Context: an optimization exercise on an open-source flow, tuned for small area. The choices shown serve that exercise and are no tape-out recipe.
In this exercise RTL edits were held to simulation tests only and were not proved equivalent to the original.
Power figures rest on the tool's default switching activity, not on a simulated workload.

## flow/config.mk

```make
export PLATFORM = sky130hd
export DESIGN_NAME = i2c_top
export DESIGN_NICKNAME = i2c_top
export VERILOG_FILES = /design/flow/design.v
export SDC_FILE = /design/flow/constraint.sdc
export NUM_CORES = 4
export LEC_CHECK = 0
export CAP_MARGIN = 20
export CORE_MARGIN = 2
export CORE_UTILIZATION = 40
export SLEW_MARGIN = 20
```

## flow/constraint.sdc

```tcl
create_clock -name core_clock -period 12.0 [get_ports {clk}]
set_input_delay 2.4000 -clock core_clock [delete_from_list [all_inputs] [get_ports {clk}]]
set_output_delay 2.4000 -clock core_clock [all_outputs]
set_load 0.01 [all_outputs]
```

## flow/design.v

```verilog
module i2c_top(
    input           clk,
    input           rstn,
    input           apb_sel,
    input           apb_en,
    input           apb_write,
    output          apb_ready,
    input  [31:0]   apb_addr,
    input  [31:0]   apb_wdata,
    output [31:0]   apb_rdata,
    output          i2c_irq,
    input           i2c_scl_i,
    output          i2c_scl_o,
    input           i2c_sda_i,
    output          i2c_sda_o
);
    wire [4:0]                  tx_fifo_ocy                     ;
    wire                        tx_fifo_wr                      ;
    wire [9:0]                  tx_fifo_din                     ;
    wire [4:0]                  rx_fifo_ocy                     ;
    wire                        rx_fifo_rd                      ;
    wire [7:0]                  rx_fifo_dout                    ;
    wire [4:0]                  rx_fifo_pirq                    ;
    wire [9:0]                  slv_adr                         ;
    wire                        srstn                           ;
    wire [6:0]                  cr                              ;
    wire [7:0]                  cr_clr                          ;
    wire [6:0]                  cr_set                          ;  
    wire [7:0]                  sr                              ;
    wire [7:0]                  irq_req                         ;
    wire [31:0]                 tsusta                          ;
    wire [31:0]                 tsusto                          ;
    wire [31:0]                 thdsta                          ;
    wire [31:0]                 tsudat                          ;
    wire [31:0]                 tbuf                            ;
    wire [31:0]                 thigh                           ;
    wire [31:0]                 tlow                            ;
    wire [31:0]                 thddat                          ;
    wire                        cr_msms                         ;
i2c_reg u_i2c_reg ( 
        .clk                    (clk                            ),  
        .rstn                   (rstn                           ),  
        .apb_sel                (apb_sel                        ),  
        .apb_en                 (apb_en                         ),  
        .apb_write              (apb_write                      ),  
        .apb_ready              (apb_ready                      ),  
        .apb_addr               (apb_addr[31:0]                 ),  
        .apb_wdata              (apb_wdata[31:0]                ),  
        .apb_rdata              (apb_rdata[31:0]                ),  
        .irq                    (i2c_irq                        ),  
        .tx_fifo_ocy            (tx_fifo_ocy[4:0]               ),  
        .tx_fifo_wr             (tx_fifo_wr                     ),  
        .tx_fifo_wdat           (tx_fifo_din[9:0]               ),  
        .rx_fifo_ocy            (rx_fifo_ocy[4:0]               ),  
        .rx_fifo_rd             (rx_fifo_rd                     ),  
        .rx_fifo_rdat           (rx_fifo_dout[7:0]              ),  
        .rx_fifo_pirq           (rx_fifo_pirq[4:0]              ),  
        .slv_adr                (slv_adr[9:0]                   ),  
        .srstn                  (srstn                          ),  
        .cr                     (cr[6:0]                        ),  
        .cr_clr                 (cr_clr[6:0]                    ),  
        .cr_set                 (cr_set[6:0]                    ),  
        .sr                     (sr[7:0]                        ),  
        .irq_req                (irq_req[7:0]                   ),  
        .tsusta                 (tsusta[31:0]                   ),  
        .tsusto                 (tsusto[31:0]                   ),  
        .thdsta                 (thdsta[31:0]                   ),  
        .tsudat                 (tsudat[31:0]                   ),  
        .tbuf                   (tbuf[31:0]                     ),  
        .thigh                  (thigh[31:0]                    ),  
        .tlow                   (tlow[31:0]                     ),  
        .thddat                 (thddat[31:0]                   )   
    );
i2c_core u_i2c_core( 
        .clk                    (clk                            ),  
        .rstn                   (rstn                           ),  
        .slv_adr                (slv_adr[6:0]                   ),  
        .cr                     ({1'b0, cr[6:0]}                ),  
        .cr_clr                 (cr_clr[7:0]                    ),  
        .cr_set                 (cr_set[6:0]                    ),  
        .sr                     (sr[7:0]                        ),  
        .irq_req                (irq_req[7:0]                   ),  
        .tx_fifo_ocy            (tx_fifo_ocy[4:0]               ),  
        .tx_fifo_wr             (tx_fifo_wr                     ),  
        .tx_fifo_din            (tx_fifo_din[9:0]               ),  
        .rx_fifo_pirq           (rx_fifo_pirq[4:0]              ),  
        .rx_fifo_ocy            (rx_fifo_ocy[4:0]               ),  
        .rx_fifo_rd             (rx_fifo_rd                     ),  
        .rx_fifo_dout           (rx_fifo_dout[7:0]              ),  
        .debounce_cnt           (14'd10                         ),  
        .tsusta                 (tsusta[31:0]                   ),  
        .thdsta                 (thdsta[31:0]                   ),  
        .tsusto                 (tsusto[31:0]                   ),  
        .tsudat                 (tsudat[31:0]                   ),  
        .thddat                 (thddat[31:0]                   ),  
        .tlow                   (tlow[31:0]                     ),  
        .thigh                  (thigh[31:0]                    ),  
        .tbuf                   (tbuf[31:0]                     ),  
        .sda_in                 (i2c_sda_i                      ),  
        .sda_out                (i2c_sda_o                      ),  
        .scl_in                 (i2c_scl_i                      ),  
        .scl_out                (i2c_scl_o                      )   
    );
endmodule
module i2c_reg(
    input               clk,
    input               rstn,
    input               apb_sel,
    input               apb_en,
    input               apb_write,
    output              apb_ready,
    input       [31:0]  apb_addr,
    input       [31:0]  apb_wdata,
    output reg  [31:0]  apb_rdata,
    output              irq,
    input       [4:0]   tx_fifo_ocy,
    output              tx_fifo_wr,
    output      [9:0]   tx_fifo_wdat,
    input       [4:0]   rx_fifo_ocy,
    output              rx_fifo_rd,
    input       [7:0]   rx_fifo_rdat,
    output      [4:0]   rx_fifo_pirq,
    output      [9:0]   slv_adr,
    output reg          srstn,
    output reg  [6:0]   cr,
    input       [6:0]   cr_clr,
    input       [6:0]   cr_set,
    input       [7:0]   sr,
    input       [7:0]   irq_req,
    output reg  [31:0]  tsusta,
    output reg  [31:0]  tsusto,
    output reg  [31:0]  thdsta,
    output reg  [31:0]  tsudat,
    output reg  [31:0]  tbuf,
    output reg  [31:0]  thigh,
    output reg  [31:0]  tlow,
    output reg  [31:0]  thddat
);
reg         gie;
reg  [7:0]  isr;
wire [7:0]  isr_nxt;
wire [7:0]  isr_clr;
wire [7:0]  isr_set;
reg  [7:0]  ier;
reg  [9:0]  txr;
reg  [6:0]  adr;
reg  [2:0]  ten_adr;
reg  [4:0]  rx_pirq;
wire        srst_set;
wire        srst_clr;
reg  [3:0]  srst_cnt;
wire        wr_en;
wire        rd_en;
wire        wr_isr;
assign apb_ready = 1'b1;
assign rx_fifo_pirq[4:0] = rx_pirq[4:0];
assign slv_adr      = {ten_adr, adr};
assign wr_en =  apb_write & apb_en & apb_sel;
assign rd_en = ~apb_write & apb_en & apb_sel;
always @(posedge clk or negedge rstn)
begin
    if (!rstn) begin
        gie         <= 1'b0;
        ier         <= 8'h0;
        adr         <= 7'b0;
        ten_adr     <= 3'b0;
        rx_pirq     <= 5'b1;
        txr         <= 10'b0;
        tsusta      <= 'h23a;
        tsusto      <= 'h1f4;
        thdsta      <= 'h1ae;
        tsudat      <= 'h100;
        tbuf        <= 'h1f4;
        thigh       <= 'h1ed;
        tlow        <= 'h1ed;
        thddat      <= 'h40;
    end else if (wr_en) begin
        case (apb_addr[8:0])
            9'h01c : gie        <= apb_wdata[31];
            9'h028 : ier        <= apb_wdata[7:0];
            9'h108 : txr        <= apb_wdata[9:0];
            9'h110 : adr        <= apb_wdata[7:1];
            9'h11c : ten_adr    <= apb_wdata[2:0];
            9'h120 : rx_pirq    <= apb_wdata[4:0];
            9'h128 : tsusta     <= apb_wdata[31:0];
            9'h12c : tsusto     <= apb_wdata[31:0];
            9'h130 : thdsta     <= apb_wdata[31:0];
            9'h134 : tsudat     <= apb_wdata[31:0];
            9'h138 : tbuf       <= apb_wdata[31:0];
            9'h13c : thigh      <= apb_wdata[31:0];
            9'h140 : tlow       <= apb_wdata[31:0];
            9'h144 : thddat     <= apb_wdata[31:0];
            default: ;
        endcase
    end
end
always @(posedge clk or negedge rstn)
begin
    if (!rstn) begin
        cr[6:0] <= 7'b0;
    end else begin
        if(wr_en && apb_addr[8:0] == 9'h100)
            cr[6:0]<= apb_wdata[6:0];
        else
            cr[6:0] <=(cr[6:0] | cr_set) & (~cr_clr);
    end
end
always @(posedge clk)
begin
    case (apb_addr[8:0]) 
        9'h01c: apb_rdata <= {gie, 31'b0 };
        9'h020: apb_rdata <= {24'b0, isr };
        9'h028: apb_rdata <= {24'b0, ier }; 
        9'h100: apb_rdata <= {25'b0, cr  }; 
        9'h104: apb_rdata <= {24'b0, sr  }; 
        9'h108: apb_rdata <= {24'b0, txr };
        9'h10c: apb_rdata <= {26'b0, rx_fifo_rdat};
        9'h110: apb_rdata <= {26'b0, adr, 1'b0};
        9'h114: apb_rdata <= {27'b0, tx_fifo_ocy};
        9'h118: apb_rdata <= {27'b0, rx_fifo_ocy};
        9'h11c: apb_rdata <= {29'b0, ten_adr};
        9'h120: apb_rdata <= {27'b0, rx_pirq};
        9'h128: apb_rdata <= tsusta;
        9'h12c: apb_rdata <= tsusto;
        9'h130: apb_rdata <= thdsta;
        9'h134: apb_rdata <= tsudat;
        9'h138: apb_rdata <= tbuf;
        9'h13c: apb_rdata <= thigh;
        9'h140: apb_rdata <= tlow;
        9'h144: apb_rdata <= thddat;
        default : apb_rdata <= 32'hdeadbeef;
    endcase
end
assign srst_set = wr_en && 
                  apb_addr[8:0] == 9'h040 &&
                  apb_wdata[31:0] == 32'ha;
assign srst_clr = srst_cnt == 0;
always@(posedge clk)
begin
    if(srst_set)
        srst_cnt <= 4'ha;
    else if(|srst_cnt)
        srst_cnt <= srst_cnt - 1'b1;
    if(srst_set)
        srstn <= 1'b0;
    else if(srst_clr)
        srstn <= 1'b1;
end
always @(posedge clk or negedge rstn)
begin
    if (!rstn)
        isr <= 8'h0;
    else
        isr <= isr_nxt;
end
assign tx_fifo_wr   = wr_en && (apb_addr[8:0] == 9'h108);
assign tx_fifo_wdat = apb_wdata[9:0];
assign rx_fifo_rd   = rd_en && (apb_addr[8:0] == 9'h10c);
assign wr_isr       = wr_en && (apb_addr[8:0] == 9'h020);
assign isr_clr[7:0] = {8{wr_isr}} & apb_wdata[7:0];
assign isr_set[7:0] = irq_req[7:0];
assign isr_nxt[7:0] = (isr[7:0] & (~isr_clr[7:0])) | isr_set[7:0];
assign irq          = |(isr & ier) & gie;
endmodule
module i2c_core(
    input           clk,
    input           rstn,
    input   [6:0]   slv_adr,
    input   [7:0]   cr,
    output  [7:0]   cr_clr,
    output  [6:0]   cr_set,
    output  [7:0]   sr,
    output  [7:0]   irq_req,
    output  [4:0]   tx_fifo_ocy,
    input           tx_fifo_wr,
    input   [9:0]   tx_fifo_din,
    input   [4:0]   rx_fifo_pirq,
    output  [4:0]   rx_fifo_ocy,
    input           rx_fifo_rd,
    output  [7:0]   rx_fifo_dout,
    input      [13:0]   debounce_cnt,
    input      [31:0]   tsusta,
    input      [31:0]   thdsta,
    input      [31:0]   tsusto,
    input      [31:0]   tsudat,
    input      [31:0]   thddat,
    input      [31:0]   tlow,
    input      [31:0]   thigh,
    input      [31:0]   tbuf,
    input           sda_in,
    output          sda_out,
    input           scl_in,
    output          scl_out
);
    wire                        sr_bb                           ;
    wire                        cr_rsta_set                     ;
    wire                        cr_tx_set                       ;
    wire                        cr_tx_clr                       ;
    wire                        cr_txak_set                     ;
    wire                        cr_txak_clr                     ;
    wire                        cr_msms_set                     ;
    wire                        cr_msms_clr                     ;
    wire                        tx_fifo_rd                      ;
    wire [9:0]                  tx_fifo_dout                    ;
    wire                        tx_fifo_empty                   ;
    wire                        tx_fifo_full                    ;
    wire                        rx_fifo_empty                   ;
    wire                        rx_fifo_wr                      ;
    wire [7:0]                  rx_fifo_din                     ;
    wire                        rx_fifo_full                    ;
    wire                        cr_en                           ;
    wire                        dyna_msms_set                   ;
    wire                        dyna_msms_clr                   ;
    wire                        dyna_txak_set                   ;
    wire                        dyna_txak_clr                   ;
    wire                        dyna_tx_set                     ;
    wire                        dyna_tx_clr                     ;
    wire                        dyna_rsta_set                   ;
    wire                        fsm_msms_clr                    ;  
    wire                        cr_tx                           ;
    wire                        cr_gcen                         ;
    wire                        cr_txak                         ;
    wire                        cr_rsta                         ;
    wire                        cr_rsta_clr                     ;
    wire                        sr_abgc                         ;
    wire                        sr_aas                          ;
    wire                        sr_srw                          ;
    wire                        irq_nas                         ;
    wire                        irq_tx_err                      ;
    wire                        irq_tx_empty                    ;
    wire [3:0]                  cmd                             ;
    wire                        cmd_ack                         ;
    wire                        phy_rx                          ;
    wire                        phy_tx                          ;
    wire                        al                              ;
    wire                        irq_rx_pfull                   ;
    wire                        scl_gauge_en                    ;
    wire                        msms                            ;
    wire                        rsta_det                        ;
    wire                        sta_det                         ;
    wire                        sto_det                         ;
    wire                        busy                            ;
    wire                        scl_rising                      ;
    wire                        scl_faling                      ;
    wire                        cr_msms                         ;
    wire                        cr_txfifo_rst                   ;
    wire [4:0] tx_usedw; 
    wire [4:0] rx_usedw; 
    wire [4:0] rx_fifo_pfull_th;
    wire fsm_tx_set;
    wire fsm_tx_clr;
assign sr_bb = busy;
assign {
    cr_gcen,
    cr_rsta,
    cr_txak,
    cr_tx,
    cr_msms,
    cr_txfifo_rst,
    cr_en } = cr;
assign cr_clr = {
    1'b0,
    cr_rsta_clr,
    cr_txak_clr,
    cr_tx_clr,
    cr_msms_clr, 2'b0};
assign cr_set = {
    1'b0,
    cr_rsta_set,
    cr_txak_set,
    cr_tx_set,
    cr_msms_set,
    2'b0
    };
assign cr_rsta_set = dyna_rsta_set;
assign cr_tx_set   = dyna_tx_set || fsm_tx_set;
assign cr_tx_clr   = dyna_tx_clr || fsm_tx_clr;
assign cr_txak_set = dyna_txak_set;
assign cr_txak_clr = dyna_txak_clr;
assign cr_msms_set = dyna_msms_set;
assign cr_msms_clr = al || dyna_msms_clr || fsm_msms_clr;
assign sr = {
    tx_fifo_empty,
    rx_fifo_empty,
    rx_fifo_full,
    tx_fifo_full,
    sr_srw,
    sr_bb,
    sr_aas,
    sr_abgc
    };
assign irq_req = {
    !tx_fifo_ocy[3],
    irq_nas,
    sr_aas,
    !sr_bb,
    irq_rx_pfull,
    irq_tx_empty,
    irq_tx_err,
    al};
assign tx_fifo_ocy[4:0] = tx_usedw[4:0] - !tx_fifo_empty;
assign rx_fifo_ocy[4:0] = rx_usedw[4:0] - !rx_fifo_empty;
assign rx_fifo_pfull_th[4:0] = rx_fifo_pirq[4:0];
sync_fifo#(.DW(10), .DEPTH(16)) u_tx_fifo ( 
        .clk                    (clk                            ),  
        .rstn                   (rstn && (!cr_txfifo_rst)       ),  
        .rd                     (tx_fifo_rd                     ),  
        .dout                   (tx_fifo_dout[9:0]              ),  
        .empty                  (tx_fifo_empty                  ),  
        .wr                     (tx_fifo_wr                     ),  
        .din                    (tx_fifo_din[9:0]               ),  
        .full                   (tx_fifo_full                   ),  
        .usedw                  (tx_usedw[4:0]               )   
    );
sync_fifo #( .DW(8), .DEPTH(16)) u_rx_fifo ( 
        .clk                    (clk                            ),  
        .rstn                   (rstn                           ),  
        .rd                     (rx_fifo_rd                     ),  
        .dout                   (rx_fifo_dout[7:0]              ),  
        .empty                  (rx_fifo_empty                  ),  
        .wr                     (rx_fifo_wr                     ),  
        .din                    (rx_fifo_din[7:0]               ),  
        .full                   (rx_fifo_full                   ),  
        .usedw                  (rx_usedw[4:0]               )   
    );
i2c_dynamic_ctrl u_i2c_dynamic_ctrl( 
        .clk                    (clk                            ),  
        .rstn                   (rstn                           ),  
        .cr_en                  (cr_en                          ),  
        .cr_msms                (cr_msms                        ),  
        .dyna_msms_set          (dyna_msms_set                  ),  
        .dyna_msms_clr          (dyna_msms_clr                  ),  
        .dyna_txak_set          (dyna_txak_set                  ),  
        .dyna_txak_clr          (dyna_txak_clr                  ),  
        .dyna_tx_set            (dyna_tx_set                    ),  
        .dyna_tx_clr            (dyna_tx_clr                    ),  
        .dyna_rsta_set          (dyna_rsta_set                  ),  
        .tx_fifo_empty          (tx_fifo_empty                  ),  
        .tx_fifo_rd             (tx_fifo_rd                     ),  
        .tx_fifo_dout           (tx_fifo_dout[9:0]              ),  
        .tx_fifo_wr             (tx_fifo_wr                     ),  
        .tx_fifo_din            (tx_fifo_din[9:0]               ),  
        .rx_fifo_wr             (rx_fifo_wr                     )   
    );
i2c_core_fsm u_i2c_core_fsm( 
        .clk                    (clk                            ),  
        .rstn                   (rstn                           ),  
        .slv_addr               (slv_adr[6:0]                   ),  
        .cr_msms                (cr_msms                        ),  
        .cr_msms_clr            (fsm_msms_clr                   ),  
        .cr_tx                  (cr_tx                          ),  
        .cr_tx_set              (fsm_tx_set                     ),  
        .cr_tx_clr              (fsm_tx_clr                     ),  
        .cr_gcen                (cr_gcen                        ),  
        .cr_txak                (cr_txak                        ),  
        .cr_en                  (cr_en                          ),  
        .cr_rsta                (cr_rsta                        ),  
        .cr_rsta_clr            (cr_rsta_clr                    ),  
        .sr_abgc                (sr_abgc                        ),  
        .sr_aas                 (sr_aas                         ),  
        .sr_srw                 (sr_srw                         ),  
        .irq_nas                (irq_nas                        ),  
        .irq_tx_err             (irq_tx_err                     ),  
        .irq_tx_empty           (irq_tx_empty                   ),  
        .irq_rx_pfull           (irq_rx_pfull                   ),  
        .cmd                    (cmd[3:0]                       ),  
        .cmd_ack                (cmd_ack                        ),  
        .phy_rx                 (phy_rx                         ),  
        .phy_tx                 (phy_tx                         ),  
        .phy_abort              (al                             ),  
        .rx_fifo_pirq           (rx_fifo_pfull_th[4:0]          ),  
        .rx_fifo_wr             (rx_fifo_wr                     ),  
        .rx_fifo_din            (rx_fifo_din[7:0]               ),  
        .rx_fifo_ocy            (rx_fifo_ocy[4:0]               ),  
        .rx_fifo_empty          (rx_fifo_empty                  ),  
        .tx_fifo_empty          (tx_fifo_empty                  ),  
        .tx_fifo_rd             (tx_fifo_rd                     ),  
        .tx_fifo_dout           (tx_fifo_dout[9:0]              ),  
        .tx_fifo_ocy            (tx_fifo_ocy[4:0]               ),  
        .scl_gauge_en           (scl_gauge_en                   ),  
        .msms                   (msms                           ),  
        .rcv_rsta               (rsta_det                       ),  
        .rcv_sta                (sta_det                        ),  
        .rcv_sto                (sto_det                        )   
    );
i2c_phy u_i2c_phy( 
        .clk                    (clk                            ),  
        .rstn                   (rstn                           ),  
        .ena                    (cr_en                          ),  
        .cmd                    (cmd[3:0]                       ),  
        .cmd_ack                (cmd_ack                        ),  
        .al                     (al                             ),  
        .rsta_det               (rsta_det                       ),  
        .din                    (phy_tx                         ),  
        .dout                   (phy_rx                         ),  
        .debounce_cnt           (debounce_cnt[13:0]             ),  
        .tsusta                 (tsusta[31:0]                   ),  
        .thdsta                 (thdsta[31:0]                   ),  
        .tsusto                 (tsusto[31:0]                   ),  
        .tsudat                 (tsudat[31:0]                   ),  
        .thddat                 (thddat[31:0]                   ),  
        .tlow                   (tlow[31:0]                     ),  
        .thigh                  (thigh[31:0]                    ),  
        .tbuf                   (tbuf[31:0]                     ),  
        .cr_msms                (msms                           ),  
        .sta_det                (sta_det                        ),  
        .sto_det                (sto_det                        ),  
        .busy                   (busy                           ),  
        .scl_rising             (scl_rising                     ),  
        .scl_faling             (scl_faling                     ),  
        .scl_gauge_en           (scl_gauge_en                   ),  
        .scl_in                 (scl_in                         ),  
        .scl_out                (scl_out                        ),  
        .sda_in                 (sda_in                         ),  
        .sda_out                (sda_out                        )   
    );
endmodule
module sync_fifo#(
    parameter DW = 8,
    parameter DEPTH = 128,
    parameter AW = clog2(DEPTH)
)(
    input               clk,
    input               rstn,
    input               rd,
    output      [DW-1:0]dout,
    output  reg         empty,
    input               wr,
    input       [DW-1:0]din,
    output  reg         full,
    output  reg  [AW:0] usedw
);
reg  [DW-1:0]   mem [DEPTH-1:0];
wire [AW-1:0]   rptr_nxt;
wire [AW-1:0]   wptr_nxt;
reg  [AW-1:0]   rptr;
reg  [AW-1:0]   wptr;
wire            empty_set;
wire            empty_clr;
wire            empty_nxt;
wire            full_set;
wire            full_clr;
wire            full_nxt;
reg  [DW-1:0]   q_cache;
reg  [DW-1:0]   q_tmp;
reg             show_ahead;
wire            wr_int;
wire            rd_int;
assign wr_int     = wr & (!full);
assign rd_int     = rd & (!empty);
assign wptr_nxt   = wr_int? wptr + 1 : wptr;
assign rptr_nxt   = rd_int? rptr + 1 : rptr;
assign empty_set  = rd_int && !wr_int && (usedw == 1);
assign empty_clr  = wr_int;
assign empty_nxt  = empty_set ? 1'b1 :
                    empty_clr ? 1'b0 : empty;
assign full_set = wr_int && !rd_int && (usedw == DEPTH - 1);
assign full_clr = rd_int;
assign full_nxt = full_set ? 1'b1 : 
                  full_clr ? 1'b0 : (usedw == DEPTH);
always @(posedge clk or negedge rstn) 
begin
    if(!rstn) begin
        wptr        <= 0;
        rptr        <= 0;
        empty       <= 1'b1;
        full        <= 1'b0;
        show_ahead  <= 1'b0;
    end
    else begin
        wptr        <= wptr_nxt;
        rptr        <= rptr_nxt;
        empty       <= empty_nxt;
        full        <= full_nxt;
        if(wr_int && (usedw == {{AW-1{1'b0}}, rd_int}))
            show_ahead <= 1'b1;
        else 
            show_ahead <= 1'b0;
    end
end
always @(posedge clk or negedge rstn) begin : proc_usedw
    if(!rstn) begin
        usedw <= 0;
    end else if(rd_int && !wr_int) begin
        usedw <= usedw - 1;
    end else if(!rd_int && wr_int) begin
        usedw <= usedw + 1;
    end
end
always @(posedge clk) begin
    if(wr_int)
        mem[wptr] <= din;
    q_tmp   <= mem[rptr_nxt];
    q_cache <= din;
end
assign dout = empty ? {DW{1'b0}} : show_ahead ? q_cache : q_tmp;
function integer clog2;
    input integer depth;
begin
    depth = depth - 1;
    for(clog2 = 1; depth > 1; depth = depth >> 1)
        clog2 = clog2 + 1;
end
endfunction
endmodule  
module i2c_dynamic_ctrl(
    input           clk,
    input           rstn,
    input           cr_en,
    input           cr_msms,
    output          dyna_msms_set,
    output          dyna_msms_clr,
    output          dyna_txak_set,
    output          dyna_txak_clr,
    output          dyna_tx_set,
    output          dyna_tx_clr,
    output          dyna_rsta_set,
    input           tx_fifo_empty,
    input           tx_fifo_rd,
    input   [9:0]   tx_fifo_dout,
    input           tx_fifo_wr,
    input   [9:0]   tx_fifo_din,
    input           rx_fifo_wr
);
reg [7:0]   rcnt;
reg         load;
reg         start_hold;
wire        start_set;
wire        start;
assign start         = !tx_fifo_empty & tx_fifo_dout[8] |
                        tx_fifo_empty & tx_fifo_wr & tx_fifo_din[8];
assign start_set     = !start_hold & start;
assign dyna_msms_set = start_set & cr_en & !cr_msms;
assign dyna_rsta_set = start_set & cr_en &  cr_msms;
assign dyna_msms_clr = (tx_fifo_rd | (rx_fifo_wr & rcnt == 1)) & tx_fifo_dout[9];
assign dyna_txak_set = rx_fifo_wr && rcnt == 2;
assign dyna_txak_clr = start_set & cr_en;
assign dyna_tx_set   = tx_fifo_rd && tx_fifo_dout[8] && (!tx_fifo_dout[0]);
assign dyna_tx_clr   = tx_fifo_rd && tx_fifo_dout[9] || 
                       tx_fifo_rd && tx_fifo_dout[8] && tx_fifo_dout[0];
always@(posedge clk or negedge rstn)
begin
    if(!rstn) begin
        rcnt <= 8'b0;
        load <= 1'b0;
        start_hold <= 1'b0;
    end
    else begin
        load <= tx_fifo_rd && tx_fifo_dout[8] && tx_fifo_dout[0];
        start_hold <= start;
        if(load)
            rcnt <= tx_fifo_dout[7:0];
        else if(rx_fifo_wr)
            rcnt <= rcnt - 1;
    end
end
endmodule
module i2c_core_fsm(
    input               clk,
    input               rstn,
    input       [6:0]   slv_addr,
    input               cr_msms,
    output              cr_msms_clr,
    input               cr_tx,
    output              cr_tx_set,
    output              cr_tx_clr,
    input               cr_gcen,
    input               cr_txak,
    input               cr_en,
    input               cr_rsta,
    output              cr_rsta_clr,
    output reg          sr_abgc,
    output reg          sr_aas,
    output reg          sr_srw,
    output reg          irq_nas, 
    output              irq_tx_err,
    output              irq_tx_empty,
    output              irq_rx_pfull,
    output reg [ 3:0]   cmd,       
    input               cmd_ack,   
    input               phy_rx,
    output reg          phy_tx,
    input               phy_abort,
    input       [4:0]   rx_fifo_pirq,
    output              rx_fifo_wr, 
    output      [7:0]   rx_fifo_din,
    input       [4:0]   rx_fifo_ocy,
    input               rx_fifo_empty,
    input               tx_fifo_empty,
    output              tx_fifo_rd,
    input       [9:0]   tx_fifo_dout,
    input       [4:0]   tx_fifo_ocy,
    output              scl_gauge_en,
    output reg          msms,
    input               rcv_rsta,
    input               rcv_sta,
    input               rcv_sto
);
    localparam ST_IDLE  = 4'h0;
    localparam ST_START = 4'h1;
    localparam ST_READ  = 4'h3;
    localparam ST_RACK  = 4'h4;
    localparam ST_WRITE = 4'h5;
    localparam ST_WACK  = 4'h6;
    localparam ST_WSUSP = 4'h8;
    localparam ST_RSUSP = 4'h9;
    localparam ST_STOP  = 4'h7;
    reg  [3:0]  cstate;
    reg  [3:0]  nstate;
    reg  [3:0]  pstate;
    reg  [2:0]  cnt;
    wire [2:0]  cnt_x;
    reg  [7:0]  sr;
    wire        load;
    wire        tx_ready;
    wire        rx_ready;
    reg         cr_msms_r;
    wire        msms_set;
    wire        msms_clr;
    wire        msms_x;
    wire        active_abort;
    wire        tx; 
    wire        cnt_clr;
    reg         adr_phase;
    wire        adr_phase_x;
    wire        adr_phase_set;
    wire        ack_done;
    wire                        aas_set                         ;
    wire                        gc_set                          ;
    wire                        aas_x                           ;
    wire                        abgc_x                          ;
    wire                        nas_clr                         ;
    wire                        nas_set                         ;
    wire                        nas_x                           ;
    wire                        shift                           ;
    wire                        cnt_done                       ;
    wire rack_done;
    wire wack_done;
assign msms_set = cr_msms && !cr_msms_r;
assign msms_clr = cstate == ST_STOP && cmd_ack;
assign msms_x   = msms_set ? 1'b1:
                  msms_clr ? 1'b0:
                  msms;
assign tx            = msms? cr_tx : (aas_set? phy_rx : sr_srw);
assign scl_gauge_en  = cstate == ST_READ && adr_phase;
assign rack_done     = (cstate == ST_RACK) & cmd_ack;
assign wack_done     = (cstate == ST_WACK) & cmd_ack;
assign ack_done      = rack_done | wack_done;
assign adr_phase_set = (cstate == ST_IDLE)  & rcv_sta |
                       (cstate == ST_START) & cmd_ack;
assign adr_phase_x   = ack_done ? 1'b0 :
                       adr_phase_set ? 1'b1 : adr_phase;
assign active_abort   = !cr_msms & msms;
always@(*)
begin
    nstate = cstate;
    cmd    = 4'h0;
    phy_tx = 1'b0;
    case(cstate)
        ST_IDLE : begin
            if(msms && tx_ready)
                nstate = ST_START;
            else if(rcv_sta)
                nstate = ST_READ;
        end
        ST_START : begin
            cmd  = 4'h1;
            if(cmd_ack) nstate = ST_WRITE; 
        end
        ST_READ  : begin
            cmd = 4'h4;
            if(cnt_done) nstate = ST_RACK;
        end
        ST_RACK : begin
            cmd    = 4'h3;
            phy_tx = adr_phase & !(sr_aas | sr_abgc) | !adr_phase & cr_txak;
            if(cmd_ack) begin
                if(!msms & phy_rx)
                    nstate = ST_IDLE;
                else if(tx)
                    nstate = ST_WSUSP;
                else
                    nstate = ST_RSUSP;
            end
        end
        ST_WRITE : begin
            cmd = 4'h3;
            phy_tx = sr[7];
            if(phy_abort)
                nstate = ST_IDLE;
            else if(cnt_done) 
                nstate = ST_WACK;
        end
        ST_WACK : begin
            cmd = 4'h4;
            if(cmd_ack) begin
                if(phy_rx | active_abort)
                    nstate = msms ? ST_STOP : ST_IDLE;
                else if(tx)
                    nstate = ST_WSUSP;
                else
                    nstate = ST_RSUSP;
            end
        end
        ST_WSUSP : begin
            cmd = 4'h5;
            if(tx_ready)
                nstate = cr_rsta? ST_START : ST_WRITE;
        end
        ST_RSUSP : begin
            cmd = 4'h5;
            if(cr_rsta)
                nstate = ST_WSUSP;
            else if(rx_ready)
                nstate = active_abort ? ST_STOP : ST_READ;
        end
        ST_STOP : begin
            cmd = 4'h2;
            if(cmd_ack) nstate = ST_IDLE;
        end
        default:;
    endcase
end
assign cnt_clr       = cnt_done || rcv_rsta;
assign cnt_x         = cnt_clr ? 3'h7 :
                       shift   ? cnt - 1'b1 : cnt;
assign cnt_done      = ~(|cnt) & cmd_ack;
assign rx_ready      = rx_fifo_ocy[4:0] < rx_fifo_pirq[4:0] | rx_fifo_empty;
assign rx_fifo_wr    = rack_done && !adr_phase;
assign rx_fifo_din   = sr[7:0];
assign tx_ready      = !tx_fifo_empty;
assign tx_fifo_rd    = load;
assign shift = (cstate == ST_READ || cstate == ST_WRITE) && cmd_ack;
assign load  = (cstate != ST_WRITE) && (nstate == ST_WRITE);
assign gc_set    = !msms & adr_phase & cnt_done & (sr[6:0] == 7'b0) & cr_gcen;
assign aas_set   = !msms & adr_phase & cnt_done & (sr[6:0] == slv_addr[6:0]);
assign cr_tx_set =  msms & adr_phase & cnt_done & !phy_rx;
assign cr_tx_clr =  msms & adr_phase & cnt_done &  phy_rx;
assign cr_msms_clr = wack_done & phy_rx;
assign cr_rsta_clr = cr_rsta && (cstate == ST_START) && cmd_ack;
assign aas_x     = rcv_sto ? 1'b0 : 
                   aas_set ? 1'b1 : 
                   sr_aas;
assign abgc_x    = rcv_sto  ? 1'b0 :
                   gc_set   ? 1'b1 :
                   sr_abgc;
assign nas_clr   = aas_set | gc_set;
assign nas_set   = rcv_sto;
assign nas_x     = nas_clr ? 1'b0 : 
                   nas_set ? 1'b1 :
                   irq_nas ;
assign irq_tx_err   = ack_done & phy_rx;
assign irq_tx_empty = (cstate == ST_WSUSP) && tx_fifo_empty;
assign irq_rx_pfull = !rx_ready && (cstate == ST_RSUSP);
always@(posedge clk or negedge rstn)
begin
    if(!rstn) begin
        cstate          <= ST_IDLE;
        pstate          <= ST_IDLE;
        cnt             <= 3'h7; 
        irq_nas         <= 1'b1;
        sr_aas          <= 1'b0;
        sr_abgc         <= 1'b0;
        sr_srw          <= 1'b0;
        cr_msms_r       <= 1'b0;
        msms            <= 1'b0;
        adr_phase       <= 1'b0;
    end
    else begin
        cstate          <= nstate;
        cnt             <= cnt_x;
        pstate          <= (nstate == cstate)? pstate : cstate;
        sr_srw          <= aas_set ? phy_rx : sr_srw;
        irq_nas         <= nas_x;
        sr_aas          <= aas_x;
        sr_abgc         <= abgc_x;
        cr_msms_r       <= cr_msms;
        msms            <= msms_x;
        adr_phase       <= adr_phase_x;
    end
end
always @(posedge clk or negedge rstn)
begin
    if (!rstn)      sr <= 8'h0;
    else if (load)       sr <= tx_fifo_dout[7:0];
    else if(shift)  sr <= {sr[6:0], phy_rx};
end
endmodule
module i2c_phy(
    input               clk,
    input               rstn,
    input               ena,
    input      [ 3:0]   cmd,
    output              cmd_ack,
    output              al,
    output              rsta_det,
    input               din,
    output              dout,
    input      [13:0]   debounce_cnt,
    input      [31:0]   tsusta,
    input      [31:0]   thdsta,
    input      [31:0]   tsusto,
    input      [31:0]   tsudat,
    input      [31:0]   thddat,
    input      [31:0]   tlow,
    input      [31:0]   thigh,
    input      [31:0]   tbuf,
    input               cr_msms,
    output              sta_det,
    output              sto_det,
    output              busy,
    output              scl_rising,
    output              scl_faling,
    input               scl_gauge_en,
    input               scl_in,
    output              scl_out,
    input               sda_in,
    output              sda_out
);
    wire [31:0]                 thigh_gauge                     ;
    wire [31:0]                 tlow_gauge                      ;
    wire                        scl_o                           ;
    wire                        scl_i                           ;
    wire                        sda_o                           ;
    wire                        sda_i                           ;
    wire [31:0]                 tlow_mux                        ;
    wire [31:0]                 thigh_mux                       ;
assign scl_out = scl_o;
assign sda_out = sda_o;
assign tlow_mux  = cr_msms ? tlow  : tlow_gauge;
assign thigh_mux = cr_msms ? thigh : thigh_gauge;
i2c_phy_debounce u_i2c_phy_debounce( 
        .clk                    (clk                            ),  
        .rstn                   (rstn                           ),  
        .scl                    (scl_in                         ),  
        .sda                    (sda_in                         ),  
        .debounce_cnt           (debounce_cnt[13:0]             ),  
        .sta_det                (sta_det                        ),  
        .sto_det                (sto_det                        ),  
        .busy                   (busy                           ),  
        .scl_rising             (scl_rising                     ),  
        .scl_faling             (scl_faling                     ),  
        .scl_gauge_en           (scl_gauge_en                   ),  
        .thigh                  (thigh_gauge[31:0]              ),  
        .tlow                   (tlow_gauge[31:0]               ),  
        .scl_o                  (scl_o                          ),  
        .scl_i                  (scl_i                          ),  
        .sda_o                  (sda_o                          ),  
        .sda_i                  (sda_i                          )   
    );
i2c_phy_fsm u_i2c_phy_fsm( 
        .clk                    (clk                            ),  
        .rstn                   (rstn                           ),  
        .ena                    (ena                            ),  
        .msms                   (cr_msms                        ),  
        .cmd                    (cmd[3:0]                       ),  
        .cmd_ack                (cmd_ack                        ),  
        .al                     (al                             ),  
        .rsta_det               (rsta_det                       ),  
        .din                    (din                            ),  
        .dout                   (dout                           ),  
        .tsusta                 (tsusta[31:0]                   ),  
        .thdsta                 (thdsta[31:0]                   ),  
        .tsusto                 (tsusto[31:0]                   ),  
        .tsudat                 (tsudat[31:0]                   ),  
        .thddat                 (thddat[31:0]                   ),  
        .tlow                   (tlow_mux[31:0]                 ),  
        .thigh                  (thigh_mux[31:0]                ),  
        .tbuf                   (tbuf[31:0]                     ),  
        .sto_det                (sto_det                        ),  
        .sta_det                (sta_det                        ),  
        .scl_rising             (scl_rising                     ),  
        .scl_falling            (scl_faling                     ),  
        .scl_i                  (scl_i                          ),  
        .sda_i                  (sda_i                          ),  
        .scl_o                  (scl_o                          ),  
        .sda_o                  (sda_o                          )   
    );
endmodule
module i2c_phy_debounce (
    input               clk,
    input               rstn,
    input               scl,
    input               sda,
    input       [13:0]  debounce_cnt,
    output              sta_det,
    output              sto_det,
    output  reg         busy,
    output              scl_rising,
    output              scl_faling,
    input               scl_gauge_en,
    output  reg [31:0]  thigh,
    output  reg [31:0]  tlow,
    input               scl_o,
    output              scl_i,
    input               sda_o,
    output              sda_i
);
reg [ 1:0] cSCL, cSDA;       
reg [ 2:0] fSCL, fSDA;       
reg        sSCL, sSDA;       
reg        dSCL, dSDA;       
reg [13:0] filter_cnt;       
reg [31:0] timing_cnt;
always@(posedge clk or negedge rstn)
begin
    if(!rstn) begin
        timing_cnt <= 32'b0;
        thigh      <= 32'hffff_ffff;
        tlow       <= 32'hffff_ffff;
    end
    else if(scl_gauge_en) begin
        if(scl_rising || scl_faling)
            timing_cnt <= 32'b0;
        else if(busy)
            timing_cnt <= timing_cnt + 1'b1;
        if(scl_rising) tlow  <= timing_cnt;
        if(scl_faling) thigh <= timing_cnt;
    end
end
always @(posedge clk or negedge rstn)
    if (!rstn) begin
        cSCL <= 2'b00;
        cSDA <= 2'b00;
    end else begin
        cSCL <= {cSCL[0],scl};
        cSDA <= {cSDA[0],sda};
    end
always @(posedge clk or negedge rstn)
    if (!rstn) 
        filter_cnt <= 14'h0;
    else if (~|filter_cnt)
        filter_cnt <= debounce_cnt;  
    else
        filter_cnt <= filter_cnt -1;
always @(posedge clk or negedge rstn)
    if (!rstn) begin
        fSCL <= 3'b111;
        fSDA <= 3'b111;
    end else if (~|filter_cnt) begin
        fSCL <= {fSCL[1:0],cSCL[1]};
        fSDA <= {fSDA[1:0],cSDA[1]};
    end
always @(posedge clk or negedge rstn)
    if (~rstn) begin
        sSCL <= 1'b1;
        sSDA <= 1'b1;
        dSCL <= 1'b1;
        dSDA <= 1'b1;
    end else begin
        sSCL <= &fSCL[2:1] | &fSCL[1:0] | (fSCL[2] & fSCL[0]);
        sSDA <= &fSDA[2:1] | &fSDA[1:0] | (fSDA[2] & fSDA[0]);
        dSCL <= sSCL;
        dSDA <= sSDA;
    end
always @(posedge clk or negedge rstn)
    if (~rstn)
        busy <= 1'b0;
    else if(sta_det)
        busy <= 1'b1;
    else if(sto_det)
        busy <= 1'b0;
assign sta_det = sSCL && (!sSDA) && dSDA;
assign sto_det = sSCL && sSDA && (!dSDA);
assign scl_i   = dSCL;
assign sda_i   = dSDA;
assign scl_faling = dSCL && (!sSCL);
assign scl_rising = (!dSCL) && sSCL;
endmodule
module i2c_phy_fsm (
    input             clk,       
    input             rstn,      
    input             ena,       
    input             msms,      
    input      [ 3:0] cmd,       
    output            cmd_ack,   
    output reg        al,        
    output reg        rsta_det,
    input             din,
    output reg        dout,
    input      [31:0] tsusta,
    input      [31:0] thdsta,
    input      [31:0] tsusto,
    input      [31:0] tsudat,
    input      [31:0] thddat,
    input      [31:0] tlow,
    input      [31:0] thigh,
    input      [31:0] tbuf,
    input             sto_det,
    input             sta_det,
    input             scl_rising,
    input             scl_falling,
    input             scl_i,     
    input             sda_i,     
    output reg        scl_o,     
    output reg        sda_o      
);
    localparam idle    = 4'd1;
    localparam start_a = 4'd2;
    localparam start_b = 4'd3;
    localparam start_c = 4'd4;
    localparam start_d = 4'd5;
    localparam stop_a  = 4'd6;
    localparam stop_b  = 4'd7;
    localparam stop_c  = 4'd8;
    localparam rd_a    = 4'd9;
    localparam rd_b    = 4'd10;
    localparam rd_c    = 4'd11;
    localparam wr_a    = 4'd12;
    localparam wr_b    = 4'd13;
    localparam wr_c    = 4'd14;
    localparam hang    = 4'd15;
    parameter TSUSTA = 0;
    parameter THDSTA = 1;
    parameter THDSTO = 2;
    parameter TSUDAT = 3;
    parameter THDDAT = 4;
    parameter TLOW   = 5;
    parameter THIGH  = 6;
    parameter TBUF   = 7;
    reg        dscl_o  ;         
    wire       sda_chk;          
    reg        slv_wait;       
    wire       slv_wait_set;
    wire       slv_wait_clr;
    reg [31:0] cnt;              
    wire[31:0] cnt_nxt;
    wire       cnt_clr;
    wire       wait_thigh_done;
    wire       wait_tlow_done;  
    wire       wait_tbuf_done;  
    wire       wait_tsusta_done;
    wire       wait_thdsta_done;
    wire       wait_tsudat_done;
    wire       wait_thddat_done;
    wire       wait_tsusto_done;
    reg       scl_x;
    reg       sda_x;
    reg [3:0] cstate, nstate; 
    assign cnt_clr = cstate != nstate;
    assign cnt_nxt = cnt_clr ? 32'b0 : 
                     slv_wait ? cnt : cnt + 1'b1;
    assign wait_thigh_done  = cnt >= thigh;
    assign wait_tlow_done  = cnt >= (tlow[31:1] + tlow[0]);
    assign wait_tbuf_done  = cnt >= (tbuf[31:1] + tlow[0]);
    assign wait_tsusta_done = cnt == tsusta;
    assign wait_thdsta_done = cnt == thdsta;
    assign wait_tsudat_done = cnt == tsudat;
    assign wait_thddat_done = cnt == thddat;
    assign wait_tsusto_done = cnt == tsusto;
    assign cmd_ack = cstate == start_d & wait_tlow_done |
                     cstate == stop_c  & wait_tbuf_done |
                     cstate == rd_c    & (wait_tlow_done || !msms) |
                     cstate == wr_c    & wait_thddat_done;
    always @(posedge clk or negedge rstn)
      if (!rstn) dscl_o <= 1'b1;
      else       dscl_o <= scl_o  ;
    assign slv_wait_set = (!dscl_o & scl_o) & (!scl_i);
    assign slv_wait_clr = slv_wait & scl_i;
    always @(posedge clk or negedge rstn)
      if (!rstn) slv_wait <= 1'b0;
      else       slv_wait <= (slv_wait & ~slv_wait_clr) | slv_wait_set ;
    wire cmd_stop;
    assign cmd_stop = (cmd == 4'h2);
    assign sda_chk = cstate == wr_b && nstate == wr_c;
    always @(posedge clk or negedge rstn)
      if (~rstn)
          al <= 1'b0;
      else
          al <= (sda_chk & ~sda_i & sda_o) | (sto_det & ~cmd_stop & msms);
    always @(posedge clk or negedge rstn)
      if (!rstn) begin
        dout     <= 1'b1;
        rsta_det <= 1'b0;
      end
      else begin
      if (scl_rising) dout <= sda_i;
      if (scl_falling && (dout != sda_i) && cstate == rd_b) 
          rsta_det <=1'b1;
      else if(cmd_ack)
          rsta_det <=1'b0;
      end
    always @(posedge clk or negedge rstn)
      if (!rstn) begin
          cstate <= idle;
          scl_o   <= 1'b1;
          sda_o   <= 1'b1;
          cnt     <= 32'b0;
      end
      else if (al) begin
          cstate <= idle;
          scl_o   <= 1'b1;
          sda_o   <= 1'b1;
          cnt     <= 32'b0;
      end
      else if(ena) begin 
        cnt     <= cnt_nxt;
        cstate  <= nstate;
        scl_o   <= scl_x;
        sda_o   <= sda_x;
      end
    always@(*) begin
        nstate = cstate;
        scl_x  = scl_o;
        sda_x  = sda_o;
        case (cstate) 
              idle: begin
                  case (cmd) 
                       4'h1: nstate = start_a;
                       4'h2:  nstate = stop_a; 
                       4'h3: nstate = wr_a;
                       4'h4:  nstate = rd_a;
                       4'h5:  nstate = hang;
                       default:        nstate = idle;
                  endcase
                  scl_x   = scl_o  ;  
                  sda_x   = sda_o  ;  
              end
              start_a: begin
                  scl_x = scl_o; 
                  sda_x = 1'b1; 
                  if(wait_tlow_done) nstate = start_b;
              end
              start_b: begin
                  scl_x = 1'b1;
                  sda_x = 1'b1;
                  if(wait_tsusta_done) nstate = start_c;
              end
              start_c: begin
                  scl_x = 1'b1;
                  sda_x = 1'b0;
                  if(wait_thdsta_done) nstate = start_d;
              end
              start_d: begin
                  scl_x = 1'b0; 
                  sda_x = 1'b0; 
                  if(wait_tlow_done) nstate = idle;
              end
              stop_a: begin
                  scl_x = 1'b0;  
                  sda_x = 1'b0;  
                  if(wait_tsudat_done) nstate = stop_b;
              end
              stop_b: begin
                  scl_x = 1'b1;  
                  sda_x = 1'b0;  
                  if(wait_tsusto_done) nstate = stop_c;
              end
              stop_c: begin
                  scl_x = 1'b1;  
                  sda_x = 1'b1;  
                  if(wait_tbuf_done) nstate = idle;
              end
              rd_a: begin
                  scl_x = !msms;  
                  sda_x = 1'b1;  
                  if(wait_tlow_done && msms || scl_rising && !msms) nstate = rd_b;
              end
              rd_b: begin
                  scl_x = 1'b1;  
                  sda_x = 1'b1;  
                  if(wait_thigh_done && msms || scl_falling && !msms) nstate = rd_c;
              end
              rd_c: begin
                  scl_x = !msms;  
                  sda_x = 1'b1;  
                  if(wait_tlow_done || !msms) nstate = idle;
              end
              wr_a: begin
                  scl_x = 1'b0;  
                  sda_x = din;   
                  if(wait_tsudat_done) nstate = wr_b;
              end
              wr_b: begin
                  scl_x = 1'b1;  
                  sda_x = din;   
                  if(wait_thigh_done && msms || scl_falling && !msms) nstate = wr_c;
              end
              wr_c: begin
                  scl_x = !msms;  
                  sda_x = din;
                  if(wait_thddat_done) nstate = idle;
              end
              hang: begin
                  scl_x = 1'b0;  
                  sda_x = sda_o;
                  if(cmd != 4'h5) nstate = idle;
              end
              default: ;
        endcase
    end
endmodule
```

## flow/run.sh

```bash
#!/bin/bash
# synth_recipe.tcl (not shown) runs the flow's synth.tcl, then flattens the netlist and writes it again
# the make line also repeats each setting of config.mk as NAME=value (left out here)
make -C /OpenROAD-flow-scripts/flow DESIGN_CONFIG=/design/flow/config.mk WORK_HOME=/design/flow/orfs CLKGATE_MAP_FILE= SYNTH_SCRIPT=/design/flow/synth_recipe.tcl finish
```

==> notes.md, run 1 <==
R2R depth -> 29
most used cell, CP -> nand2_1
hold_buf cts -> 0
Area growth, synth to finish -> 13.29%
Tcrit/Tclk final -> 82.30%
worst r2r src -> u_i2c_core.u_i2c_core_fsm.msms
Post-synth EDFFs -> 288
Pre-antenna DRT Iters -> 6
fillers -> 10,340
Syn Area/Cell -> 11.33 sq um
Detailed Route WL -> 141,900 um
Die Y -> 341.9 um
first-pass GRT wire length -> 212,100 um
post-route ant nets -> 0
site row count -> 123
Root Driver -> clkbuf_16
Worst Path Required -> 12.59 ns
CTS Buf Count -> 98
DP Worst Slack -> 2.014 ns
Async SR Flop Fraction -> 60.13%
Nets -> 4,276
Clk Latency, worst-skew pair -> 0.73 ns
Max-slew headroom -> 21.90%
max reg flops -> 160
PostCTS Resize Cnt -> 0
DP Wirelength -> 95,870 um
Post-Syn Area -> 45,670 sq um
VDD IR max -> 0.1276 mV
Most used DFF post-synth -> dfrtp_1
Tmin final -> 9.876 ns
Crit. End Element -> flop
max-capacitance violation count -> 0
Mapped Cells -> 4,030
Critical Path End -> u_i2c_core.u_tx_fifo.q_tmp[2]
fin util -> 45.86%
warnings from Yosys -> 7
Synth Register Bits -> 893
sequential area share after synthesis -> 51.68%
crit path from -> u_i2c_core.u_i2c_core_fsm.msms
DR vias/cell -> 5.884
starting density of the core -> 40.49%
via count -> 33,250
Total Routing Usage GR -> 24.02%
result of the run -> complete, no violations
WL met2 -> 64,080 um
Crit Path Max Fanout -> 40
post-synthesis cell type count -> 94
reg2reg setup slack -> 2.12 ns
TNS Setup -> 0 ns
metal1 wirelength -> 63,580 um
Met3 Wirelength -> 9990 um
Worst Tran Pin Value -> 1.167 ns
count of final hold-check violations -> 0
Overflow after GRT -> 0
Worst setup SP type -> flop
commonest non-fill, non-tap cells in the layout -> nand2_1, dfrtp_1, mux2_2
die area -> 116,900 sq um
clk sink count -> 893
final setup skew -> 0.06816 ns
Regs by FF count -> u_i2c_core.u_tx_fifo.mem x160, u_i2c_core.u_rx_fifo.mem x128
Leak -> 21.73 nW
Critical Path Slowest Stage Cell -> mux2_2
RSZ-0062 raised after global routing -> false
commonest non-fill, non-tap cell in the layout -> nand2_1
final worst setup slack -> 2.124 ns
Worst-path clk slew -> 0.06 ns
initial antenna violation count -> 2
clock tree buffer depth -> 3
Die W -> 341.9 um
Min-Delay Path Class -> reg2reg
H-tree levels -> 3
DRC viols -> 0
max layer used -> met4
Syn Nets -> 4,242
initial DRC count -> 3,276
Biggest register -> u_i2c_core.u_tx_fifo.mem
layout cell share with drive strength beyond 1 -> 19.50%
number of buffers inserted by port buffering -> 82
# setup viols final -> 0
setup bufs post-CTS -> 0
Routed WL per cell -> 25.12 um
vias in the first global route -> 31,960
max incr delay on CP -> 0.65 ns
IO Pins -> 107
largest net degree at the start of global routing -> 148
Power per Cell Area -> 150.7 nW/um^2
CP Class -> reg2reg
core area -> 112,800 sq um
worst r2r dst -> u_i2c_core.u_tx_fifo.q_tmp[2]
CTS tree -> yes
GP Congestion -> 0.9556
Worst EP arrival -> 10.47 ns
Max Freq -> 101.3 MHz
Slew Limit Fails -> 0
## metrics by stage
| stage | power (mW) | hold slack (ns) | instance area, sq um | cells |
|---|---|---|---|---|
| 4_1_cts | 7.841 | 0.3525 | 51700 | 5647 |
| 3_3_place_gp | 4.558 | 0.3359 | 48150 | 5460 |
| 3_5_place_dp | 4.570 | 0.3378 | 48190 | 5462 |
| 5_1_grt | 8.088 | 0.3557 | 51740 | 5649 |
| 2_1_floorplan | 4.116 | 0.3312 | 45670 | 4030 |
| 6_report | 7.798 | 0.3496 | 51740 | 5650 |
## Yosys cell counts (all sizes together), types with 17 or more instances
master / count / share of area, %
edfxtp: 288 / 19
dfstp: 125 / 7.2
nand4: 81 / 1.1
nor2: 234 / 2.0
o211ai: 21 / 0.35
o221ai: 26 / 0.51
nand2: 444 / 3.7
nand3: 135 / 1.5
a31oi: 17 / 0.27
and3: 58 / 0.79
dfrtp: 412 / 23
nor2b: 17 / 0.23
nor3: 51 / 0.57
xor2: 204 / 3.9
clkbuf: 152 / 1.2
a311oi: 29 / 0.57
nand2b: 17 / 0.23
mux4: 22 / 1.1
nor4: 42 / 0.59
dfxtp: 68 / 3.0
inv: 79 / 0.65
buf: 68 / 0.71
o21ai: 120 / 1.3
or3: 25 / 0.34
ha: 141 / 3.9
and2: 49 / 0.68
a22o: 30 / 0.58
o21a: 22 / 0.36
a21o: 38 / 0.62
a22oi: 77 / 1.3
xnor2: 115 / 2.2
o2111ai: 22 / 0.46
mux2i: 115 / 2.5
mux2: 368 / 9.1
a21oi: 124 / 1.4
a221oi: 43 / 0.82
## routing by layer
metal | vias to the layer above | global-route usage (%)
li1 | 14890 | -
met1 | 16880 | 34.62
met2 | 1271 | 37.07
met3 | 212 | 3.756
met4 | 0 | 7.599
met5 | - | 0
## cell type report
cell class                      instances  area, sq um  area share, %
Clock inverter                         59        804.5          1.555
Sequential cell                       893        23610          45.63
Antenna cell                            1        2.502       0.004837
Tap cell                             1500         1877          3.627
Multi-Input combinational cell       2835        21010          40.60
Clock buffer                          126         2710          5.238
Inverter                               82        307.8         0.5949
Timing Repair Buffer                  154         1424          2.752
## cells by family after synthesis
group / after synthesis / synth area share, %
and+or+nand+nor: 1195 / 12.41
DFF: 893 / 51.68
AOI/OAI and AO/OA: 672 / 10.56
muxes: 505 / 12.68
xor gates and xnor gates: 319 / 6.118
buffers and inverters: 302 / 2.636
adders and majority gates: 143 / 3.907
other: 1 / 0.008211
## critical path, delay by kind of cell, from the launching register on
| family | cells | cell delay, ns |
|---|---|---|
| adder cells (fa/ha/maj) | 1 | 0.33 |
| AND/OR/NAND/NOR | 9 | 2.66 |
| buffers and inverters | 2 | 0.71 |
| flip-flops | 1 | 0.59 |
| AO/OA/AOI/OAI | 14 | 4.56 |
| XOR/XNOR | 1 | 0.15 |
| multiplexers | 2 | 0.75 |
## how the worst min path moves through the flow
stage,from,end,slack (ns),depth (start not counted)
6_report,u_i2c_core.u_i2c_phy.u_i2c_phy_debounce.cSCL[0],u_i2c_core.u_i2c_phy.u_i2c_phy_debounce.cSCL[1],0.35,0
3_3_place_gp,u_i2c_core.u_i2c_phy.u_i2c_phy_debounce.cSDA[0],u_i2c_core.u_i2c_phy.u_i2c_phy_debounce.cSDA[1],0.34,0
5_1_grt,u_i2c_core.u_i2c_phy.u_i2c_phy_debounce.cSCL[0],u_i2c_core.u_i2c_phy.u_i2c_phy_debounce.cSCL[1],0.36,0
3_5_place_dp,u_i2c_core.u_i2c_phy.u_i2c_phy_debounce.cSCL[0],u_i2c_core.u_i2c_phy.u_i2c_phy_debounce.cSCL[1],0.34,0
4_1_cts,u_i2c_core.u_i2c_phy.u_i2c_phy_debounce.cSCL[0],u_i2c_core.u_i2c_phy.u_i2c_phy_debounce.cSCL[1],0.35,0
2_1_floorplan,u_i2c_core.u_i2c_phy.u_i2c_phy_debounce.cSCL[0],u_i2c_core.u_i2c_phy.u_i2c_phy_debounce.cSCL[1],0.33,0
## report_power, final
group	switching (mW)	internal (mW)	total [mW]
Sequential	0.192	3.26	3.45
Clock	1.33	1.93	3.26
Combinational	0.716	0.371	1.09
==> run 2: changes to the inputs <==
--- a/flow/design.v
+++ b/flow/design.v
@@ -23,5 +23,4 @@
     wire [4:0]                  rx_fifo_pirq                    ;
     wire [9:0]                  slv_adr                         ;
-    wire                        srstn                           ;
     wire [6:0]                  cr                              ;
     wire [7:0]                  cr_clr                          ;
@@ -57,5 +56,4 @@
         .rx_fifo_pirq           (rx_fifo_pirq[4:0]              ),  
         .slv_adr                (slv_adr[9:0]                   ),  
-        .srstn                  (srstn                          ),  
         .cr                     (cr[6:0]                        ),  
         .cr_clr                 (cr_clr[6:0]                    ),  
@@ -122,5 +120,4 @@
     output      [4:0]   rx_fifo_pirq,
     output      [9:0]   slv_adr,
-    output reg          srstn,
     output reg  [6:0]   cr,
     input       [6:0]   cr_clr,
@@ -147,7 +144,4 @@
 reg  [2:0]  ten_adr;
 reg  [4:0]  rx_pirq;
-wire        srst_set;
-wire        srst_clr;
-reg  [3:0]  srst_cnt;
 wire        wr_en;
 wire        rd_en;
@@ -232,19 +226,4 @@
     endcase
 end
-assign srst_set = wr_en && 
-                  apb_addr[8:0] == 9'h040 &&
-                  apb_wdata[31:0] == 32'ha;
-assign srst_clr = srst_cnt == 0;
-always@(posedge clk)
-begin
-    if(srst_set)
-        srst_cnt <= 4'ha;
-    else if(|srst_cnt)
-        srst_cnt <= srst_cnt - 1'b1;
-    if(srst_set)
-        srstn <= 1'b0;
-    else if(srst_clr)
-        srstn <= 1'b1;
-end
 always @(posedge clk or negedge rstn)
 begin
@@ -345,6 +324,4 @@
     wire                        cr_msms                         ;
     wire                        cr_txfifo_rst                   ;
-    wire [4:0] tx_usedw; 
-    wire [4:0] rx_usedw; 
     wire [4:0] rx_fifo_pfull_th;
     wire fsm_tx_set;
@@ -399,6 +376,4 @@
     irq_tx_err,
     al};
-assign tx_fifo_ocy[4:0] = tx_usedw[4:0] - !tx_fifo_empty;
-assign rx_fifo_ocy[4:0] = rx_usedw[4:0] - !rx_fifo_empty;
 assign rx_fifo_pfull_th[4:0] = rx_fifo_pirq[4:0];
 sync_fifo#(.DW(10), .DEPTH(16)) u_tx_fifo ( 
@@ -411,5 +386,5 @@
         .din                    (tx_fifo_din[9:0]               ),  
         .full                   (tx_fifo_full                   ),  
-        .usedw                  (tx_usedw[4:0]               )   
+        .ocy                    (tx_fifo_ocy[4:0]               )   
     );
 sync_fifo #( .DW(8), .DEPTH(16)) u_rx_fifo ( 
@@ -422,5 +397,5 @@
         .din                    (rx_fifo_din[7:0]               ),  
         .full                   (rx_fifo_full                   ),  
-        .usedw                  (rx_usedw[4:0]               )   
+        .ocy                    (rx_fifo_ocy[4:0]               )   
     );
 i2c_dynamic_ctrl u_i2c_dynamic_ctrl( 
@@ -518,6 +493,6 @@
 module sync_fifo#(
     parameter DW = 8,
-    parameter DEPTH = 128,
-    parameter AW = clog2(DEPTH)
+    parameter DEPTH = 16,
+    parameter AW = 4
 )(
     input               clk,
@@ -528,79 +503,36 @@
     input               wr,
     input       [DW-1:0]din,
-    output  reg         full,
-    output  reg  [AW:0] usedw
+    output              full,
+    output      [AW:0]  ocy
 );
-reg  [DW-1:0]   mem [DEPTH-1:0];
-wire [AW-1:0]   rptr_nxt;
-wire [AW-1:0]   wptr_nxt;
-reg  [AW-1:0]   rptr;
-reg  [AW-1:0]   wptr;
-wire            empty_set;
-wire            empty_clr;
-wire            empty_nxt;
-wire            full_set;
-wire            full_clr;
-wire            full_nxt;
-reg  [DW-1:0]   q_cache;
-reg  [DW-1:0]   q_tmp;
-reg             show_ahead;
-wire            wr_int;
-wire            rd_int;
-assign wr_int     = wr & (!full);
-assign rd_int     = rd & (!empty);
-assign wptr_nxt   = wr_int? wptr + 1 : wptr;
-assign rptr_nxt   = rd_int? rptr + 1 : rptr;
-assign empty_set  = rd_int && !wr_int && (usedw == 1);
-assign empty_clr  = wr_int;
-assign empty_nxt  = empty_set ? 1'b1 :
-                    empty_clr ? 1'b0 : empty;
-assign full_set = wr_int && !rd_int && (usedw == DEPTH - 1);
-assign full_clr = rd_int;
-assign full_nxt = full_set ? 1'b1 : 
-                  full_clr ? 1'b0 : (usedw == DEPTH);
-always @(posedge clk or negedge rstn) 
+reg  [DW*DEPTH-1:0] mem;
+reg  [AW-1:0]       cnt;
+wire                wr_int;
+wire                rd_int;
+assign full   = !empty & (&cnt);
+assign wr_int = wr & !full;
+assign rd_int = rd & !empty;
+assign ocy    = {1'b0, cnt};
+always @(posedge clk or negedge rstn)
 begin
     if(!rstn) begin
-        wptr        <= 0;
-        rptr        <= 0;
-        empty       <= 1'b1;
-        full        <= 1'b0;
-        show_ahead  <= 1'b0;
+        empty <= 1'b1;
+        cnt   <= {AW{1'b0}};
     end
-    else begin
-        wptr        <= wptr_nxt;
-        rptr        <= rptr_nxt;
-        empty       <= empty_nxt;
-        full        <= full_nxt;
-        if(wr_int && (usedw == {{AW-1{1'b0}}, rd_int}))
-            show_ahead <= 1'b1;
-        else 
-            show_ahead <= 1'b0;
+    else if(wr_int && !rd_int) begin
+        empty <= 1'b0;
+        if(!empty) cnt <= cnt + 1'b1;
     end
-end
-always @(posedge clk or negedge rstn) begin : proc_usedw
-    if(!rstn) begin
-        usedw <= 0;
-    end else if(rd_int && !wr_int) begin
-        usedw <= usedw - 1;
-    end else if(!rd_int && wr_int) begin
-        usedw <= usedw + 1;
+    else if(rd_int && !wr_int) begin
+        if(cnt == 0) empty <= 1'b1;
+        else         cnt   <= cnt - 1'b1;
     end
 end
-always @(posedge clk) begin
-    if(wr_int)
-        mem[wptr] <= din;
-    q_tmp   <= mem[rptr_nxt];
-    q_cache <= din;
-end
-assign dout = empty ? {DW{1'b0}} : show_ahead ? q_cache : q_tmp;
-function integer clog2;
-    input integer depth;
+always @(posedge clk)
 begin
-    depth = depth - 1;
-    for(clog2 = 1; depth > 1; depth = depth >> 1)
-        clog2 = clog2 + 1;
+    if(wr_int)
+        mem <= {mem[DW*(DEPTH-1)-1:0], din};
 end
-endfunction
+assign dout = empty ? {DW{1'b0}} : mem[cnt*DW +: DW];
 endmodule  
 module i2c_dynamic_ctrl(
@@ -918,5 +850,4 @@
     output              sda_out
 );
-    wire [31:0]                 thigh_gauge                     ;
     wire [31:0]                 tlow_gauge                      ;
     wire                        scl_o                           ;
@@ -929,5 +860,5 @@
 assign sda_out = sda_o;
 assign tlow_mux  = cr_msms ? tlow  : tlow_gauge;
-assign thigh_mux = cr_msms ? thigh : thigh_gauge;
+assign thigh_mux = thigh;
 i2c_phy_debounce u_i2c_phy_debounce( 
         .clk                    (clk                            ),  
@@ -942,5 +873,4 @@
         .scl_faling             (scl_faling                     ),  
         .scl_gauge_en           (scl_gauge_en                   ),  
-        .thigh                  (thigh_gauge[31:0]              ),  
         .tlow                   (tlow_gauge[31:0]               ),  
         .scl_o                  (scl_o                          ),  
@@ -990,5 +920,4 @@
     output              scl_faling,
     input               scl_gauge_en,
-    output  reg [31:0]  thigh,
     output  reg [31:0]  tlow,
     input               scl_o,
@@ -1001,5 +930,5 @@
 reg        sSCL, sSDA;       
 reg        dSCL, dSDA;       
-reg [13:0] filter_cnt;       
+reg [3:0]  filter_cnt;       
 reg [31:0] timing_cnt;
 always@(posedge clk or negedge rstn)
@@ -1007,5 +936,4 @@
     if(!rstn) begin
         timing_cnt <= 32'b0;
-        thigh      <= 32'hffff_ffff;
         tlow       <= 32'hffff_ffff;
     end
@@ -1016,5 +944,4 @@
             timing_cnt <= timing_cnt + 1'b1;
         if(scl_rising) tlow  <= timing_cnt;
-        if(scl_faling) thigh <= timing_cnt;
     end
 end
@@ -1029,7 +956,7 @@
 always @(posedge clk or negedge rstn)
     if (!rstn) 
-        filter_cnt <= 14'h0;
+        filter_cnt <= 4'h0;
     else if (~|filter_cnt)
-        filter_cnt <= debounce_cnt;  
+        filter_cnt <= debounce_cnt[3:0];  
     else
         filter_cnt <= filter_cnt -1;
@@ -1142,6 +1069,6 @@
                      slv_wait ? cnt : cnt + 1'b1;
     assign wait_thigh_done  = cnt >= thigh;
-    assign wait_tlow_done  = cnt >= (tlow[31:1] + tlow[0]);
-    assign wait_tbuf_done  = cnt >= (tbuf[31:1] + tlow[0]);
+    assign wait_tlow_done  = {cnt, 1'b0} >= {1'b0, tlow};
+    assign wait_tbuf_done  = {cnt, 1'b0} >= {1'b0, tbuf[31:1], tlow[0]};
     assign wait_tsusta_done = cnt == tsusta;
     assign wait_thdsta_done = cnt == thdsta;
==> notes.md, run 2 <==
Crit. End Element -> flop
max incr delay on CP -> 0.68 ns
clock tree buffer depth -> 3
Synth top area share -> 24.71%
Die Y -> 314.2 um
RSZ-0062 raised after global routing -> false
final worst setup slack -> 5.722 ns
result of the run -> complete, no violations
number of buffers inserted by port buffering -> 82
commonest non-fill, non-tap cell in the layout -> dfrtp_1
Synth Area in Adders -> 3.830%
Post-Syn Area -> 38,480 sq um
Async SR Flop Fraction -> 59.65%
fin util -> 45.77%
Area growth, synth to finish -> 13.19%
setup bufs post-CTS -> 0
starting density of the core -> 40.44%
IO Pins -> 107
Routed WL per cell -> 26.77 um
DR vias/cell -> 6.022
Clk Latency, worst-skew pair -> 0.68 ns
PostCTS Resize Cnt -> 0
Worst Path Required -> 12.54 ns
combinational family with the most area after synthesis -> multiplexers
Regs by FF count -> u_i2c_core.u_tx_fifo.mem x160, u_i2c_core.u_rx_fifo.mem x128
Worst EP arrival -> 6.82 ns
CP Class -> in2reg
DP Worst Slack -> 5.118 ns
Min-Delay Path Class -> reg2reg
CTS Buf Count -> 87
Worst Tran Pin Value -> 1.219 ns
count of final hold-check violations -> 0
commonest cells in the netlist -> dfrtp_1, mux2_2, edfxtp_1
final setup skew -> 0.02437 ns
Crit Path Max Fanout -> 68
Overflow after GRT -> 0
Worst-path clk slew -> 0.06 ns
via count -> 26,300
CTS tree -> yes
layout cell share with drive strength beyond 1 -> 24.11%
Worst setup SP type -> primary input
leading area contributor after synthesis -> dfrtp_1
Total Routing Usage GR -> 23.64%
Synth Register Bits -> 793
Mapped Cells -> 2,974
sequential area share after synthesis -> 55.20%
Post-synth EDFFs -> 288
post-route ant nets -> 0
Root Driver -> clkbuf_16
initial DRC count -> 2,940
Syn Area/Cell -> 12.94 sq um
max-capacitance violation count -> 0
DRC viols -> 0
Critical Path Slowest Stage Cell -> buf_4
site row count -> 113
first-pass GRT wire length -> 175,200 um
Slew Limit Fails -> 0
# setup viols final -> 0
Compound-Gate Fraction of Synth Area -> 8.291%
initial antenna violation count -> 6
Detailed Route WL -> 116,900 um
top-count cell post-synth -> dfrtp_1
core area -> 95,150 sq um
vias in the first global route -> 26,400
total power -> 6.376 mW
Max-slew headroom -> 17.97%
max reg flops -> 160
Most used DFF post-synth -> dfrtp_1
Crit path max-delay family -> buffers and inverters
Post-Synth XOR/XNOR Area -> 5.030%
mux cell area share after synthesis -> 16.11%
## run 2: kinds of logic (layout without fill, tap and decap cells)
| logic type | count (synthesis) | count (layout) |
|---|---|---|
| AND/OR/NAND/NOR | 646 | 646 |
| flip-flops | 793 | 793 |
| XOR/XNOR | 221 | 221 |
| AO/OA/AOI/OAI | 446 | 446 |
| other | 1 | 2 |
| multiplexers | 465 | 465 |
| buffers and inverters | 285 | 413 |
| adder cells (fa/ha/maj) | 117 | 117 |
## run 2: final timing paths
| path | from | endpoint | slack (ns) | cells after the start |
|---|---|---|---|---|
| max | apb_addr[5] | u_i2c_core.u_tx_fifo.cnt[3] | 5.72 | 16 |
| min in group asynchronous | u_i2c_reg.cr[1] | u_i2c_core.u_tx_fifo.cnt[3] | 0.39 | 1 |
| min | u_i2c_core.u_i2c_phy.u_i2c_phy_debounce.cSDA[0] | u_i2c_core.u_i2c_phy.u_i2c_phy_debounce.cSDA[1] | 0.35 | 0 |
| min reg2reg | u_i2c_core.u_i2c_phy.u_i2c_phy_debounce.cSDA[0] | u_i2c_core.u_i2c_phy.u_i2c_phy_debounce.cSDA[1] | 0.35 | 0 |
| max reg2reg | u_i2c_core.u_i2c_core_fsm.msms | u_i2c_core.u_rx_fifo.cnt[3] | 5.72 | 20 |
| max in group asynchronous | rstn | u_i2c_core.u_tx_fifo.cnt[0] | 7.90 | 4 |
## run 2: per-layer routing
metal  vias up  global-route usage, %  share of wire [%]
met2      1115                  36.00                 45
li1      11280                      -                  -
met4         6                  7.851                3.0
met1     13670                  34.20                 44
met3       229                  4.163                8.1
met5         -                      0              0.032
## run 2: layout make-up
| type | count | area (sq um) |
|---|---|---|
| Antenna cell | 1 | 2.502 |
| Clock buffer | 125 | 2492 |
| Clock inverter | 39 | 404.1 |
| Fill cell | 8469 | 51600 |
| Inverter | 117 | 439.2 |
| Multi-Input combinational cell | 1896 | 16170 |
| Sequential cell | 793 | 21250 |
| Tap cell | 1265 | 1583 |
| Timing Repair Buffer | 132 | 1217 |
## run 2: where the power goes
group / switching, mW / internal, mW
clock network: 1.16 / 1.55
logic: 0.459 / 0.241
registers: 0.122 / 2.85
total: 1.74 / 4.64
## run 2: metrics by stage
step                instance area [sq um]  hold WS (ns)  std cells
floorplan                           38480        0.2629       2974
global placement                    40640        0.3329       4203
detailed placement                  40650        0.3364       4203
CTS                                 43540        0.3485       4367
global route                        43550        0.3626       4367
finish                              43560        0.3461       4368

Check on run 2: ideal ports give 5.722 ns setup slack; a clkbuf_16 on the clock port and buf_2 on the inputs give 5.724 ns; moving port delays by the midpoint clock arrival (0.729 ns) as well gives 5.036 ns.
